What follows belongs to an exercise in optimizing a design on an open flow for small area, a short achievable clock period and few clock cycles per item; a production flow would make more cautious choices.
Function was checked by simulation only, so behaviour that the tests miss may differ from the original.
Power is estimated from default activity; no workload was simulated.

== P ==
// convolution_core_timemultiplex
module convolution_core_timemultiplex #(
    parameter CONV_CORE_DEPTH = 32,
    parameter DATA_BITWIDTH = 16,
    parameter OUTPUT_SHIFT_BITS = 4
) (
    input clk,
    input rstn,
    input                     data_in_enable,
    input [DATA_BITWIDTH-1:0] data_in,
    output                         data_pp_out_enable,
    output     [DATA_BITWIDTH-1:0] data_pp_out,
    output reg                     data_res_out_enable,
    output     [DATA_BITWIDTH-1:0] data_res_out,
    input             p_sel,
    input      [ 3:0] p_strb,
    input      [31:0] p_addr,
    input      [31:0] p_wdata,
    input             p_ce,
    input             p_we,
    output reg        p_rdy,
    output reg [31:0] p_rdata
);
  localparam N = 32;   
  localparam W = 16;   
  localparam AW = 20;   
  localparam S_CLEAR = 2'd0;
  localparam S_IDLE = 2'd1;
  localparam S_WBUSY = 2'd2;
  reg  [1:0] state;
  reg  [5:0] cnt;
  reg  [4:0] ring_idx;   
  wire       clr = !rstn || (state == S_CLEAR);
  wire       rot = (state == S_WBUSY);
  wire       in_range = (p_addr[31:5] == 27'd0);
  wire [4:0] aidx = p_addr[4:0];
  wire       match = (ring_idx == aidx);
  wire       req = p_sel && p_ce && (state == S_IDLE);
  wire       wr_start = req && p_we && in_range;
  reg  [1:0] state_nxt;
  always @(*) begin
    state_nxt = state;
    if (!rstn) state_nxt = S_CLEAR;
    else begin
      case (state)
        S_CLEAR: if (cnt == 6'd32) state_nxt = S_IDLE;
        S_WBUSY: if (cnt == 6'd30) state_nxt = S_IDLE;
        default: if (wr_start) state_nxt = S_WBUSY;
      endcase
    end
  end
  reg feed_d, feed_r;
  always @(posedge clk) begin
    state  <= state_nxt;
    feed_d <= (state_nxt == S_IDLE);
    feed_r <= (state_nxt == S_WBUSY);
    if (!rstn) begin
      cnt      <= 6'd0;
      p_rdy    <= 1'b0;
      ring_idx <= 5'd0;
    end else begin
      ring_idx <= ring_idx + 5'd1;
      p_rdy    <= 1'b0;
      case (state)
        S_CLEAR: cnt <= cnt + 6'd1;
        S_WBUSY: begin
          cnt <= cnt + 6'd1;
  ...
For scale: roughly 160 I/O pins, roughly 210000 sq um of cells after synthesis.
Settings: LEC_CHECK=0, CAP_MARGIN=20, CELL_PAD_IN_SITES_DETAIL_PLACEMENT=1, CELL_PAD_IN_SITES_GLOBAL_PLACEMENT=1, CORE_MARGIN=2, CORE_UTILIZATION=35, PLACE_DENSITY=0.5, SETUP_SLACK_MARGIN=0.5, SLEW_MARGIN=20; clock period 5.0 ns.
standard.sh (not shown) runs the stock make flow with config.mk's settings and CLKGATE_MAP_FILE= SYNTH_SCRIPT=/design/flow/synth_recipe.tcl, a recipe that flattens the netlist after the stock synthesis.
==> flow/flow/run.sh <==
#!/bin/bash
# Layout flow: the standard synthesis, then a netlist pass that removes
# the inverters Yosys's adder extraction leaves around full-adder cells
# (flow/invopt.py, which swaps adders for their self-dual form where that
# saves inverters), then the standard layout from the edited netlist.
# The ports are buffered with plain buffers (buf_4) rather than the delay
# cell that buffer_ports picks by itself, which timing repair cannot swap
# because the platform keeps cell footprints when it resizes. The global
# router gets its own layer capacities (flow/fastroute.tcl).
set -euo pipefail
export BUFFER_PORTS_ARGS="-buffer_cell sky130_fd_sc_hd__buf_4"
export FASTROUTE_TCL="$PWD/flow/fastroute.tcl"
bash standard.sh synth > synth.log 2>&1
R=orfs/results/${FLOW_PLATFORM}/convolution_core_timemultiplex/base
cp "$R/1_2_yosys.v" "$R/1_2_yosys.std.v"
python3 flow/invopt.py "$R/1_2_yosys.std.v" "$R/1_2_yosys.v" > invopt.log 2>&1
bash standard.sh > layout.log 2>&1
Other scripts of this flow, unchanged in this note and not shown: flow/flow/fastroute.tcl, flow/flow/invopt.py
The final layout from P, which completed every stage, passed the timing, design-rule and antenna checks at the end of the flow.
Testbench counts of P, summed over its fixed seeds: cycles 384, items 384.
For Q, these inputs were changed with respect to P:
Settings: SETUP_SLACK_MARGIN now 1.0, was 0.5.
--- outcome ---
Summary of Q over P: post-layout utilization of the core barely changed, relative contribution of combinational cells to total power barely changed, proportion of power drawn by the clock network barely changed.
Well tap count: P vs Q identical
Of the two values seen for cell at the slowest stage of the critical path, sky130_fd_sc_hd__a222oi_1 was produced by P and sky130_fd_sc_hd__fa_1 by Q.
Between P and Q, combinational power increased.

## separate check: timing with driven ports
The results above use ideal ports. As a check the final layouts listed here were re-extracted and re-timed, cells and wires unchanged. Step 1 (the two cells are an assumption about what drives the block):
set clk [get_ports {clk}]
set_driving_cell -lib_cell sky130_fd_sc_hd__clkbuf_16 $clk
set_driving_cell -lib_cell sky130_fd_sc_hd__buf_2 [delete_from_list [all_inputs] $clk]
Step 2 also shifts input and output timing later by t, the mid clock arrival at the registers, as if the neighbouring blocks saw the same clock. Slacks: ideal ports / drivers / drivers and shift; pairs: ideal ports / drivers.
run | t (ns) | setup slack, ns | slew at the worst register clock pin (ns) | pins driven straight from the clock port
P | 1.191 | 0.116 / 0.116 / -0.880 | 0.08 / 0.08 | 1
Q | 1.188 | 0.088 / 0.088 / -0.912 | 0.08 / 0.08 | 1
Met with ideal ports but missed after step 2: setup timing in P and Q. For Q, which loses most, drivers alone change the setup slack by 0.000 ns; drivers and shift together by -1.000 ns.
